This design comes from an exercise in tuning for small area on the open sky130 flow, not from production work.
In this exercise RTL edits were held to simulation tests only and were not proved equivalent to the original.
No activity file was given, so power comes from the tool's default toggle rates.

## flow/design.v (module list and top-level ports; edited modules follow where they fit)
// module g_a21o: 3 lines
// module g_a221o: 3 lines
// module g_a311oi: 3 lines
// module g_a31oi: 3 lines
// module g_a32oi: 3 lines
// module g_and2: 3 lines
// module g_and3: 3 lines
// module g_inv: 3 lines
// module g_nand2: 3 lines
// module g_nand2b: 3 lines
// module g_nand3: 3 lines
// module g_nand4: 3 lines
// module g_nor2: 3 lines
// module g_o211a: 3 lines
// module g_o21a: 3 lines
// module g_o21ai: 3 lines
// module g_or2: 3 lines
// module g_xnor2: 3 lines
// module g_xor2: 3 lines
// module dot8: 584 lines
// module fa: 4 lines
// module ctl: 321 lines
// module top_module: 41 lines
module top_module (
    input clk,
    input rst,
    input en,
    input init,
    input [127:0] in_data,
    output [6:0] seven_seg,
    output [7:0] com
);
  // ...
==> flow/run.sh <==
#!/bin/bash
# synth_recipe.tcl (not shown) runs the flow's synth.tcl, then flattens the netlist and writes it again
# the make line also repeats each setting of config.mk as NAME=value (left out here)
make -C /OpenROAD-flow-scripts/flow DESIGN_CONFIG=/design/flow/config.mk WORK_HOME=/design/flow/orfs CLKGATE_MAP_FILE= SYNTH_SCRIPT=/design/flow/synth_recipe.tcl finish
==> flow/config.mk <==
export PLATFORM = sky130hd
export DESIGN_NAME = top_module
export DESIGN_NICKNAME = top_module
export VERILOG_FILES = /design/flow/design.v
export SDC_FILE = /design/flow/constraint.sdc
export NUM_CORES = 4
export LEC_CHECK = 0
export CAP_MARGIN = 20
export CORE_MARGIN = 2
export CORE_UTILIZATION = 40
export SLEW_MARGIN = 20
export SYNTH_HIERARCHICAL = 1
export SYNTH_MINIMUM_KEEP_SIZE = 0
==> flow/constraint.sdc <==
create_clock -name core_clock -period 18.0 [get_ports {clk}]
set_input_delay 3.6000 -clock core_clock [delete_from_list [all_inputs] [get_ports {clk}]]
set_output_delay 3.6000 -clock core_clock [all_outputs]
set_load 0.01 [all_outputs]
==> reports/qor.txt, run 1 <==
Simple-gate share of the synthesized area - 22.4%
CTS tree - done
Core area - 17100 µm²
DP Worst Slack - 8980 ps
Sequential share of the synthesized area - 9.29%
Sequential cells - 23
Flop pwr share - 10.2%
Count of non-CTS buffers in the layout - 146
Max-Cap Viols - 0
Tap Cells - 225
Initial Utilization - 40.6%
CTS sink count - 23
Die area - 18400 µm²
Pint - 0.766 mW
Worst setup margin - 9250 ps
Period Utilization, post-route - 48.6%
Slowest cell on crit path - clkdlybuf4s50_1
Largest delay share family, worst path - adder cells
Top cells by area, synth - fa_1 (49%), nand2_1 (18%), xor2_1 (14%), edfxtp_1 (6.9%), dfrtp_1 (1.8%)
Met2 usage - 44.1%
Most frequent cells in the layout - nand2_1 (327), fa_1 (169), clkdlybuf4s50_1 (146), xor2_1 (112), nor2_1 (32)
Largest family of logic cells by synthesized area - adder cells
Final core occ - 50.9%
Detailed placement HPWL - 18500 µm
Top-area cell type share of the netlist area - 48.7%
Reg2reg path depth - 2
Ys flop type - edfxtp_1
Wire length on met1 - 8230 µm
Clk pwr - 0.0469 mW
Grt peak-use layer - met2
Final setup fails - 0
Layout inverter count without the clock tree - 31
Final Hold Fails - 0
Outcome - no timing/DRC/antenna violations
Crit path buf inv count - 1
Startpoint types - input pin
EDFF count, synth - 16
Synth Area in XOR/XNOR - 15.0%
==> run 2, diff against run 1 <==
==> flow/flow/run.sh (new file) <==
#!/bin/bash
# Standard layout, with the port buffers made of the smallest buffer cell.
set -e
cp standard.sh standard_sh.log
export BUFFER_PORTS_ARGS="-buffer_cell sky130_fd_sc_hd__buf_1"
bash standard.sh > standard.log 2>&1
==> flow/standard.sh (new file) <==
#!/bin/bash
# synth_recipe.tcl (not shown) runs the flow's synth.tcl, then flattens the netlist and writes it again
# the make line also repeats each setting of config.mk as NAME=value (left out here)
make -C /OpenROAD-flow-scripts/flow DESIGN_CONFIG=/design/flow/config.mk WORK_HOME=/design/flow/orfs CLKGATE_MAP_FILE= SYNTH_SCRIPT=/design/flow/synth_recipe.tcl "${@:-finish}"
--- a/flow/config.mk
+++ b/flow/config.mk
@@ -9,3 +9,4 @@
 export CORE_MARGIN = 2
-export CORE_UTILIZATION = 40
+export CORE_UTILIZATION = 60
+export CTS_BUF_LIST = sky130_fd_sc_hd__clkbuf_8
 export SLEW_MARGIN = 20
removed: flow/run.sh
==> reports/qor.txt, run 2 <==
Outcome - no timing/DRC/antenna violations (unchanged)
Tmin final - 8610 ps (was 8750 ps)
Distinct cells, synth - 24 (unchanged)
Post-Syn Nets - 1068 (unchanged)
Period Utilization, post-route - 47.8% (was 48.6%)
Sequential share of the synthesized area - 9.29% (unchanged)
WHS - 476 ps (was 461 ps)
Final Skew - 0.722 ps (was 1.76 ps)
Overall global routing resource usage - 34.6% (was 23.6%)
Residual DRC - 0 (unchanged)
Most frequent cells in the layout - nand2_1 (327), fa_1 (169), buf_1 (146), xor2_1 (112), nor2_1 (32) (was nand2_1 (327), fa_1 (169), clkdlybuf4s50_1 (146), xor2_1 (112), nor2_1 (32))
Total number of vias - 5832 (was 5669)
FP Rows - 39 (was 48)
# placed instances - 1048 (was 1130)
WHS Path Cells - 1 (unchanged)
Power per cell area - 183 nW/µm² (was 164 nW/µm²)
Reg2reg path depth - 2 (unchanged)
Hold Crit Endpoint - qv (unchanged)
Post-CTS sizing - 0 (unchanged)
Detailed placement HPWL - 18400 µm (was 18500 µm)
Share of cells above drive strength 1 - 0.440% (was 0.330%)
Top cells by area, synth - fa_1 (49%), nand2_1 (18%), xor2_1 (14%), edfxtp_1 (6.9%), dfrtp_1 (1.8%) (unchanged)
Initial DRC Count - 404 (was 274)
Antenna diodes - 0 (unchanged)
CP Max Fanout - 9 (was 6)
I/O Buffers - 146 (unchanged)
Root buffer cell - clkbuf_8 (was clkbuf_16)
Slowest cell delay on critical path - 530 ps (was 740 ps)
DRT antenna net count - 0 (unchanged)
Tightest Pin Transition - 762 ps (was 722 ps)
Crit path buf inv count - 7 (was 1)
Ys flop type - edfxtp_1 (unchanged)
Synth area leader - fa_1 (unchanged)
Final core occ - 67.4% (was 50.9%)
Chip width - 112 µm (was 136 µm)
Critical setup path kind - flop to primary output (was input pin to flop)
DP Worst Slack - 9290 ps (was 8980 ps)
Cell count after synthesis - 767 (unchanged)
EDFF count, synth - 16 (unchanged)
Top-area cell type share of the netlist area - 48.7% (unchanged)
Clk pwr share - 2.4% (was 3.3%)
Later-pin clock latency in the skew report - 270 ps (was 250 ps)
Die area - 12500 µm² (was 18400 µm²)
Hold buffers post-CTS - 0 (unchanged)
Peak supply drop - 0.372 mV (was 0.248 mV)
1st-pass router iterations - 8 (was 5)
Final Hold Fails - 0 (unchanged)
Most used cell, CP - inv_1 (was fa_1)
Slowest cell on crit path - nor2_1 (was clkdlybuf4s50_1)
Most numerous cell in the Yosys netlist - nand2_1 (unchanged)
Final WL - 20500 µm (about the same)
Flop pwr share - 10.4% (was 10.2%)
CTS tree - done (unchanged)
Worst slew margin relative to its limit - 49.2% (was 51.9%)
Area Growth Syn to Fin - 10.3% (was 25.4%)
Crit path DAT - 5010 ps (was 8750 ps)
First-pass GRT wire length - 32600 µm (was 32900 µm)
Crit. End Element - primary output (was flop)
Crit Reg-Reg Endpoint - q0[1] (was q0[7])
Async SR Flop Fraction - 21.7% (unchanged)
Core area - 11400 µm² (was 17100 µm²)
Num CTS Buffers - 3 (unchanged)
Switching share of power - 47.2% (was 46.5%)
F_max - 116 MHz (was 114 MHz)
Non-filler cells, final - 1052 (was 1134)
Switching component of the power - 0.661 mW (was 0.664 mW)
Largest delay share family, worst path - simple AND/OR/NAND/NOR gates (was adder cells)
Final setup fails - 0 (unchanged)
Worst setup margin - 9390 ps (was 9250 ps)
Syn Area/Cell - 9.06 µm² (unchanged)
Fin nets - 1211 (unchanged)
Ys Warns - 7 (unchanged)
Initial Utilization - 61.1% (was 40.6%)
Largest net degree at the start of global routing - 18 (unchanged)
Max-Cap Viols - 0 (unchanged)
Final Max Tran Viols - 0 (unchanged)
Die height - 112 µm (was 136 µm)
Initial antenna violation count - 0 (unchanged)
Largest regs - dr: 8 flops, q0: 8 flops, cnt: 3 flops (unchanged)
Htree depth - 1 (unchanged)
RSZ-0062 raised after global routing - no (unchanged)
Commonest cells post-synth - nand2_1 (327), fa_1 (169), xor2_1 (112) (unchanged)
Total grt overflow - 0 (unchanged)
R2R Setup Slk - 16540 ps (was 16600 ps)
Sum Neg Setup Slack - 0 ps (unchanged)
Worst path required time - 14400 ps (was 18000 ps)
Post-CTS setup buffers - 0 (unchanged)
Final GP Congestion - 0.986 (was 0.910)
Synthesized cell area - 6950 µm² (unchanged)
Leak - 2.86 nW (was 3.27 nW)
Hold Path Class - flop to flop (unchanged)
Synth Register Bits - 23 (unchanged)
Via count of the first global-routing pass - 6262 (was 6108)
Via density - 5.54 (was 5.00)
Commonest non-fill, non-tap cell in the layout - nand2_1 (unchanged)
Power share of the combinational group - 87.2% (was 86.6%)
CTS max path bufs - 2 (unchanged)
CTS sink count - 23 (unchanged)
Startpoint types - flop (was input pin)
Clk pin slew, worst setup/hold paths - 80 ps (was 50 ps)
RR Startpoint - state[1] (unchanged)
Wire per inst - 19.5 µm (was 18.1 µm)
I/O pins - 147 (unchanged)
Pint - 0.738 mW (was 0.766 mW)
HP Start - qv (unchanged)
[run 2: cell counts after synthesis]
No cell type changed its count.
[run 2: cell families (layout without fill, tap and decap cells)]
logic type / count (synthesis) / in the layout / share of synthesized area [%]
and+or+nand+nor: 395 / 395 / 22.4
DFF: 23 / 23 / 9.29
xor gates and xnor gates: 119 / 119 / 15.0
adders and majority gates: 169 / 169 / 48.7
buffers and inverters: 39 / 181 / 2.54
AOI/OAI and AO/OA: 22 / 22 / 2.04
[run 2: power by group through the flow]
stage                     sequential [mW]  combinational [mW]  clock, mW
after floorplan                     0.147                1.26          0
after global placement              0.146                1.18          0
after detailed placement            0.146                1.21          0
after CTS                           0.145                1.22     0.0344
after global routing                0.146                1.33     0.0364
final                               0.145                1.22     0.0336
[run 2: per-stage QoR]
stage	total power [mW]	area (µm²)
floorplan	1.41	6950
global placement	1.32	7610
detailed placement	1.36	7610
CTS	1.40	7660
global route	1.51	7660
finish	1.40	7660
[run 2: per-module statistics from Yosys, one instance, submodules excluded, a selection]
module    times used  cells inside
dot8               1             8
g_a21o             2             1
g_a221o            1             1
g_a31oi            1             1
g_and2             2             1
g_and3             5             1
g_inv             30             1
g_nand2b           8             1
g_nand4            2             1
g_nor2            32             1
g_o211a            2             1
g_o21a             1             1
g_o21ai           13             1
g_or2              7             1
g_xnor2            7             1
g_xor2           112             1
[run 2: layer usage]
layer	share of wire, %	GRT usage (%)	vias to the layer above
li1	-	-	2625
met1	38	43.6	2907
met2	52	61.2	254
met3	5.7	4.35	46
met4	4.2	13.8	0
met5	0	0	-
[run 2: cell type report]
type                       instances  area [µm²]
clock inverter                     1        7.51
tap                              143         179
timing repair buffer             146         548
clock buffer                       3        41.3
multi-input combinational        705        6120
fill                             926        3710
sequential                        23         646
inverter                          31         116
[run 2: how the worst max path moves through the flow]
stage                     from      endpoint  slack (ps)  cells after the start
floorplan           in_data[1]         dr[7]        9840                     12
global placement    in_data[1]         dr[7]        9320                     12
detailed placement  in_data[2]         dr[7]        9290                     12
CTS                   state[1]  seven_seg[6]        9440                     27
global route          state[1]  seven_seg[6]        8850                     28
finish                state[1]  seven_seg[6]        9390                     27
==> run 3, diff against run 2 <==
--- a/flow/config.mk
+++ b/flow/config.mk
@@ -10,3 +10,3 @@
 export CORE_UTILIZATION = 60
-export CTS_BUF_LIST = sky130_fd_sc_hd__clkbuf_8
+export CTS_BUF_LIST = sky130_fd_sc_hd__clkbuf_4 sky130_fd_sc_hd__clkbuf_8
 export SLEW_MARGIN = 20
==> reports/qor.txt, run 3 <==
Outcome - no timing/DRC/antenna violations (unchanged)
HP Start - qv (unchanged)
Crit. End Element - primary output (unchanged)
Tmin final - 8610 ps (unchanged)
Chip width - 112 µm (unchanged)
Total grt overflow - 0 (unchanged)
Die height - 112 µm (unchanged)
Cell count after synthesis - 767 (unchanged)
Total number of vias - 5832 (unchanged)
Core area - 11400 µm² (unchanged)
Fin nets - 1211 (unchanged)
Clk pwr share - 2.4% (about the same)
Antenna diodes - 0 (unchanged)
Power share of the combinational group - 87.2% (about the same)
Top-area cell type share of the netlist area - 48.7% (unchanged)
RR Startpoint - state[1] (unchanged)
Sum Neg Setup Slack - 0 ps (unchanged)
Worst path depth - 27 (unchanged)
Max-Cap Viols - 0 (unchanged)
Wire per inst - 19.5 µm (unchanged)
Htree depth - 1 (unchanged)
Later-pin clock latency in the skew report - 270 ps (about the same)
Hold buffers post-CTS - 0 (unchanged)
Via density - 5.54 (unchanged)
Pint - 0.738 mW (unchanged)
Final setup fails - 0 (unchanged)
Synth Register Bits - 23 (unchanged)
Num CTS Buffers - 3 (unchanged)
Final WL - 20500 µm (unchanged)
Clk pin slew, worst setup/hold paths - 80 ps (about the same)
Switching share of power - 47.2% (unchanged)
CTS tree - done (unchanged)
Tightest Pin Transition - 762 ps (unchanged)
Synth area leader - fa_1 (unchanged)
Crit path DAT - 5010 ps (about the same)
Period Utilization, post-route - 47.8% (unchanged)
DRT antenna net count - 0 (unchanged)
CTS sink count - 23 (unchanged)
Crit path buf inv count - 7 (unchanged)
Initial Utilization - 61.1% (unchanged)
Top cells by area, synth - fa_1 (49%), nand2_1 (18%), xor2_1 (14%), edfxtp_1 (6.9%), dfrtp_1 (1.8%) (unchanged)
Final GP Congestion - 0.986 (unchanged)
Critical setup path kind - flop to primary output (unchanged)
Overall global routing resource usage - 34.6% (unchanged)
Worst slew margin relative to its limit - 49.2% (unchanged)
Share of cells above drive strength 1 - 0.440% (unchanged)
EDFF count, synth - 16 (unchanged)
Post-CTS sizing - 0 (unchanged)
Most frequent cells in the layout - nand2_1 (327), fa_1 (169), buf_1 (146), xor2_1 (112), nor2_1 (32) (unchanged)
Peak supply drop - 0.372 mV (unchanged)
Slowest cell delay on critical path - 530 ps (about the same)
Largest delay share family, worst path - simple AND/OR/NAND/NOR gates (unchanged)
Worst setup margin - 9390 ps (unchanged)
Residual DRC - 0 (unchanged)
Most numerous cell in the Yosys netlist - nand2_1 (unchanged)
Commonest cells post-synth - nand2_1 (327), fa_1 (169), xor2_1 (112) (unchanged)
Largest net degree at the start of global routing - 18 (unchanged)
DP Worst Slack - 9290 ps (unchanged)
RSZ-0062 raised after global routing - no (unchanged)
Ys Warns - 7 (unchanged)
CP Max Fanout - 9 (unchanged)
FP Rows - 39 (unchanged)
Die area - 12500 µm² (unchanged)
Power per cell area - 183 nW/µm² (unchanged)
Post-CTS setup buffers - 0 (unchanged)
Initial antenna violation count - 0 (unchanged)
Most used cell, CP - inv_1 (unchanged)
Overall power - 1.40 mW (unchanged)
Async SR Flop Fraction - 21.7% (unchanged)
F_max - 116 MHz (unchanged)
Final Max Tran Viols - 0 (unchanged)
Hold Crit Endpoint - qv (unchanged)
Final core occ - 67.4% (unchanged)
Crit Reg-Reg Endpoint - q0[1] (unchanged)
Detailed placement HPWL - 18400 µm (unchanged)
Syn Area/Cell - 9.06 µm² (unchanged)
Leak - 2.86 nW (unchanged)
CTS max path bufs - 2 (unchanged)
Via count of the first global-routing pass - 6262 (unchanged)
I/O pins - 147 (unchanged)
Distinct cells, synth - 24 (unchanged)
Flop pwr share - 10.4% (about the same)
Root buffer cell - clkbuf_8 (unchanged)
# placed instances - 1048 (unchanged)
Slowest cell on crit path - nor2_1 (unchanged)
Initial DRC Count - 404 (unchanged)
Non-filler cells, final - 1052 (unchanged)
Hold Path Class - flop to flop (unchanged)
I/O Buffers - 146 (unchanged)
WHS Path Cells - 1 (unchanged)
Final Skew - 0.722 ps (unchanged)
Sequential share of the synthesized area - 9.29% (unchanged)
Commonest non-fill, non-tap cell in the layout - nand2_1 (unchanged)
Ys flop type - edfxtp_1 (unchanged)
First-pass GRT wire length - 32600 µm (unchanged)
Startpoint types - flop (unchanged)
Final Hold Fails - 0 (unchanged)
Largest regs - dr: 8 flops, q0: 8 flops, cnt: 3 flops (unchanged)
Switching component of the power - 0.661 mW (unchanged)
Worst path required time - 14400 ps (about the same)
Reg2reg path depth - 2 (unchanged)
R2R Setup Slk - 16540 ps (about the same)
Synthesized cell area - 6950 µm² (unchanged)
1st-pass router iterations - 8 (unchanged)
Post-Syn Nets - 1068 (unchanged)
Area Growth Syn to Fin - 10.3% (unchanged)
run 3: cell counts in the layout (fill, tap and decap cells not counted):
No cell type changed its count.
run 3: final cells by class:
type,instances,area [µm²]
fillers,926,3710
well taps,143,179
flip-flops and latches,23,646
inverters,31,116
multi-input cells,705,6120
clock inverters,1,7.51
repair buffers,146,548
clock buffers,3,41.3
run 3: power groups by stage:
stage | Combinational [mW] | Clock (mW) | Sequential, mW
after CTS | 1.22 | 0.0344 | 0.145
after detailed placement | 1.21 | 0 | 0.146
after global routing | 1.33 | 0.0364 | 0.146
after global placement | 1.18 | 0 | 0.146
final | 1.22 | 0.0336 | 0.145
after floorplan | 1.26 | 0 | 0.147
run 3: cells by family after synthesis:
| family | count (synthesis) | share of synthesized area [%] |
|---|---|---|
| buffers and inverters | 39 | 2.54 |
| xor gates and xnor gates | 119 | 15.0 |
| AOI/OAI and AO/OA | 22 | 2.04 |
| and+or+nand+nor | 395 | 22.4 |
| DFF | 23 | 9.29 |
| adders and majority gates | 169 | 48.7 |
run 3: worst max-delay path by stage:
stage                   endpoint  startpoint  slack, ps
floorplan                  dr[7]  in_data[1]       9840
global placement           dr[7]  in_data[1]       9320
detailed placement         dr[7]  in_data[2]       9290
CTS                 seven_seg[6]    state[1]       9440
global route        seven_seg[6]    state[1]       8850
finish              seven_seg[6]    state[1]       9390
run 3: stage by stage:
step                instance area (µm²)  hold WS (ps)
finish                             7660           476
CTS                                7660           471
floorplan                          6950           424
detailed placement                 7610           447
global route                       7660           504
global placement                   7610           440
run 3: metal layers:
metal,GRT usage (%),up-vias,share of wire (%)
li1,-,2625,-
met1,43.6,2907,38
met2,61.2,254,52
met3,4.35,46,5.7
met4,13.8,0,4.2
met5,0,-,0
run 3: modules after synthesis (local to each module, per instance), a selection:
module	copies in the design	cells inside	flops+latches
g_nand2	327	1	0
dot8	1	8	0
g_xnor2	7	1	0
top_module	1	24	23
g_o21ai	13	1	0
g_and2	2	1	0
g_nand3	12	1	0
g_a31oi	1	1	0
g_o211a	2	1	0
g_a311oi	1	1	0
fa	169	1	0
g_a221o	1	1	0
g_or2	7	1	0
==> run 4, diff against run 3 <==
--- a/flow/config.mk
+++ b/flow/config.mk
@@ -9,4 +9,3 @@
 export CORE_MARGIN = 2
-export CORE_UTILIZATION = 60
-export CTS_BUF_LIST = sky130_fd_sc_hd__clkbuf_4 sky130_fd_sc_hd__clkbuf_8
+export CORE_UTILIZATION = 40
 export SLEW_MARGIN = 20
==> reports/qor.txt, run 4 <==
Outcome - no timing/DRC/antenna violations (unchanged)
CTS max path bufs - 2 (unchanged)
Switching component of the power - 0.629 mW (was 0.661 mW)
Largest delay share family, worst path - adder cells (was simple AND/OR/NAND/NOR gates)
Flop pwr share - 10.6% (was 10.4%)
RR Startpoint - state[1] (unchanged)
Crit path DAT - 8410 ps (was 5010 ps)
DP Area - 7720 µm² (was 7610 µm²)
Tightest Pin Transition - 725 ps (was 762 ps)
Via count of the first global-routing pass - 6148 (was 6262)
Initial DRC Count - 208 (was 404)
Reg2reg path depth - 2 (unchanged)
RSZ-0062 raised after global routing - no (unchanged)
Period Utilization, post-route - 46.7% (was 47.8%)
Top cells by area, synth - fa_1 (49%), nand2_1 (18%), xor2_1 (14%), edfxtp_1 (6.9%), dfrtp_1 (1.8%) (unchanged)
Leak - 2.88 nW (was 2.86 nW)
CTS tree - done (unchanged)
Switching share of power - 45.8% (was 47.2%)
Syn Area/Cell - 9.06 µm² (unchanged)
Initial antenna violation count - 0 (unchanged)
Simple-gate share of the synthesized area - 22.4% (unchanged)
EDFF count, synth - 16 (unchanged)
Post-Syn Nets - 1068 (unchanged)
Num CTS Buffers - 3 (unchanged)
Die area - 18400 µm² (was 12500 µm²)
Final Skew - 1.94 ps (was 0.722 ps)
Cell area after layout - 7800 µm² (was 7660 µm²)
Synth Area in XOR/XNOR - 15.0% (unchanged)
Final Hold Fails - 0 (unchanged)
Area Growth Syn to Fin - 12.2% (was 10.3%)
Crit path buf inv count - 1 (was 7)
WHS Path Cells - 1 (unchanged)
Hold Path Class - flop to flop (unchanged)
Final GP Congestion - 0.909 (was 0.986)
Hold buffers post-CTS - 0 (unchanged)
Peak supply drop - 0.215 mV (was 0.372 mV)
Compound-Gate Fraction of Synth Area - 2.04% (unchanged)
Htree depth - 1 (unchanged)
CP Max Fanout - 8 (was 9)
Final setup fails - 0 (unchanged)
Final core occ - 45.5% (was 67.4%)
Overall global routing resource usage - 23.0% (was 34.6%)
First-pass GRT wire length - 31700 µm (was 32600 µm)
Root buffer cell - clkbuf_16 (was clkbuf_8)
Worst path required time - 18000 ps (was 14400 ps)
Initial Utilization - 40.6% (was 61.1%)
HP Start - qv (unchanged)
Slowest cell delay on critical path - 580 ps (was 530 ps)
Sum Neg Setup Slack - 0 ps (unchanged)
Total number of vias - 5584 (was 5832)
Ys flop type - edfxtp_1 (unchanged)
Ys Warns - 7 (unchanged)
Synth area leader - fa_1 (unchanged)
Detailed placement HPWL - 17900 µm (was 18400 µm)
Wire per inst - 17.6 µm (was 19.5 µm)
R2R Setup Slk - 16590 ps (was 16540 ps)
Commonest cells post-synth - nand2_1 (327), fa_1 (169), xor2_1 (112) (unchanged)
Clk pwr share - 3.4% (was 2.4%)
Antenna diodes - 0 (unchanged)
Multi-input logic area - 6120 µm² (unchanged)
Slowest cell on crit path - fa_1 (was nor2_1)
Die height - 136 µm (was 112 µm)
Largest regs - dr: 8 flops, q0: 8 flops, cnt: 3 flops (unchanged)
Share of cells above drive strength 1 - 0.440% (unchanged)
F_max - 119 MHz (was 116 MHz)
Largest family of logic cells by synthesized area - adder cells (unchanged)
I/O Buffers - 146 (unchanged)
Power per cell area - 176 nW/µm² (was 183 nW/µm²)
Post-Synth Adder-Cell Area - 48.7% (unchanged)
Synth Register Bits - 23 (unchanged)
Core area - 17100 µm² (was 11400 µm²)
I/O pins - 147 (unchanged)
Fill count - 1740 (was 926)
DRT antenna net count - 0 (unchanged)
Commonest non-fill, non-tap cell in the layout - nand2_1 (unchanged)
Total grt overflow - 0 (unchanged)
Largest net degree at the start of global routing - 18 (unchanged)
Crit Reg-Reg Endpoint - q0[7] (was q0[1])
Later-pin clock latency in the skew report - 260 ps (was 270 ps)
Residual DRC - 0 (unchanged)
Most frequent cells in the layout - nand2_1 (327), fa_1 (169), buf_1 (146), xor2_1 (112), nor2_1 (32) (unchanged)
Startpoint types - input pin (was flop)
Tmin final - 8410 ps (was 8610 ps)
Hold Crit Endpoint - qv (unchanged)
Pint - 0.744 mW (was 0.738 mW)
Final Max Tran Viols - 0 (unchanged)
FF/Latch Area - 646 µm² (unchanged)
Post-CTS sizing - 0 (unchanged)
Distinct cells, synth - 24 (unchanged)
Clk pin slew, worst setup/hold paths - 60 ps (was 80 ps)
Power share of the combinational group - 86.0% (was 87.2%)
Most numerous cell in the Yosys netlist - nand2_1 (unchanged)
Final WL - 19900 µm (was 20500 µm)
Worst path depth - 12 (was 27)
1st-pass router iterations - 5 (was 8)
Synthesized cell area - 6950 µm² (unchanged)
Post-CTS setup buffers - 0 (unchanged)
Post-synthesis mux area share - 0% (unchanged)
CTS sink count - 23 (unchanged)
Max-Cap Viols - 0 (unchanged)
Top-area cell type share of the netlist area - 48.7% (unchanged)
Sequential share of the synthesized area - 9.29% (unchanged)
Async SR Flop Fraction - 21.7% (unchanged)
Most used cell, CP - fa_1 (was inv_1)
FP Rows - 48 (was 39)
Via density - 4.92 (was 5.54)
Cell count after synthesis - 767 (unchanged)
Fin nets - 1211 (unchanged)
Chip width - 136 µm (was 112 µm)
Worst slew margin relative to its limit - 51.6% (was 49.2%)
Crit path cell chain - buf_1 > nand2_1 > fa_1 > fa_1 > fa_1 > fa_1 > fa_1 > fa_1 > fa_1 > fa_1 > or2_1 > xor2_1
Critical setup path kind - input pin to flop (was flop to primary output)
Crit. End Element - flop (was primary output)
-- run 4: worst register-to-register path, cell delays in order (launching register included) --
cell,delay (ps)
dfxtp_1,310
inv_1,90
and3_1,640
-- run 4: final cells by class --
class / count / share of cell area (%)
timing repair buffer: 146 / 7.03
sequential: 23 / 8.28
tap: 225 / 3.61
clock buffer: 3 / 0.963
clock inverter: 1 / 0.0642
multi-input combinational: 705 / 78.6
inverter: 31 / 1.49
-- run 4: worst max-delay path by stage --
stage / start / to / slack (ps)
after floorplan: in_data[1] / dr[7] / 9840
after global placement: in_data[1] / dr[7] / 9300
after detailed placement: in_data[1] / dr[7] / 9280
after CTS: in_data[1] / dr[7] / 9560
after global routing: state[1] / seven_seg[6] / 9250
final: in_data[1] / dr[7] / 9590
-- run 4: modules after synthesis (local to each module, per instance), excerpt --
module,copies in the design,area (µm²),cells inside,flip-flops and latches
dot8,1,60.1,8,0
g_a21o,2,7.51,1,0
g_nand2,327,3.75,1,0
g_nor2,32,3.75,1,0
g_o211a,2,10.0,1,0
g_o21ai,13,5.00,1,0
top_module,1,649,24,23
-- run 4: logic make-up (layout without fill, tap and decap cells) --
family,Yosys count,after routing
AND/OR/NAND/NOR,395,395
AO/OA/AOI/OAI,22,22
XOR/XNOR,119,119
flip-flops,23,23
buffers and inverters,39,181
adder cells (fa/ha/maj),169,169
-- run 4: power groups by stage --
stage	registers, mW	clock network (mW)	logic [mW]
final	0.146	0.0470	1.18
after global routing	0.146	0.0508	1.36
after CTS	0.146	0.0485	1.19
after detailed placement	0.147	0	1.19
after global placement	0.147	0	1.19
after floorplan	0.147	0	1.26
-- run 4: routing by layer --
metal,vias up,global-route usage (%),share of wire [%]
met5,-,0,0
met4,0,7.47,3.4
met3,32,2.62,5.4
met2,175,41.9,52
met1,2755,28.3,40
li1,2622,-,-
-- run 4: through the flow --
stage / hold slack [ps] / power, mW / instances / setup slack, ps
6_report: 458 / 1.37 / 1134 / 9590
5_1_grt: 467 / 1.56 / 1134 / 9250
4_1_cts: 462 / 1.38 / 1134 / 9560
3_5_place_dp: 444 / 1.34 / 1130 / 9280
3_3_place_gp: 440 / 1.33 / 1130 / 9300
2_1_floorplan: 424 / 1.41 / 767 / 9840

[what the ideal ports hide]
The results above use ideal ports. As a check the final layouts listed here were re-extracted and re-timed, cells and wires unchanged.
Step 1, drivers: a clkbuf_16 drives clk and a buf_2 each remaining input, both assumed.
Step 2 also shifts input and output timing later by t, the mid clock arrival at the registers, as if the neighbouring blocks saw the same clock.
a / b / c = ideal / step 1 / step 2; a / b = the first two.
run | t, ns | slack for setup (ns) | hold WS [ns] | clock arrival spread, ns | worst slew at a driven data input, ns
run 1 | 0.284 | 9.248 / 9.253 / 8.969 | 0.461 / 0.461 / 0.461 | 0.002 / 0.002 | 0.05
run 2 | 0.301 | 9.390 / 9.360 / 9.292 | 0.476 / 0.476 / 0.476 | 0.000 / 0.001 | 0.05
run 3 | 0.301 | 9.390 / 9.360 / 9.292 | 0.476 / 0.476 / 0.476 | 0.000 / 0.001 | 0.05
run 4 | 0.287 | 9.593 / 9.598 / 9.311 | 0.458 / 0.458 / 0.458 | 0.002 / 0.002 | 0.06
After both steps every run listed still meets setup and hold. The setup slack of run 4, which loses most, moves by +0.005 ns with the drivers and by -0.282 ns with both steps.
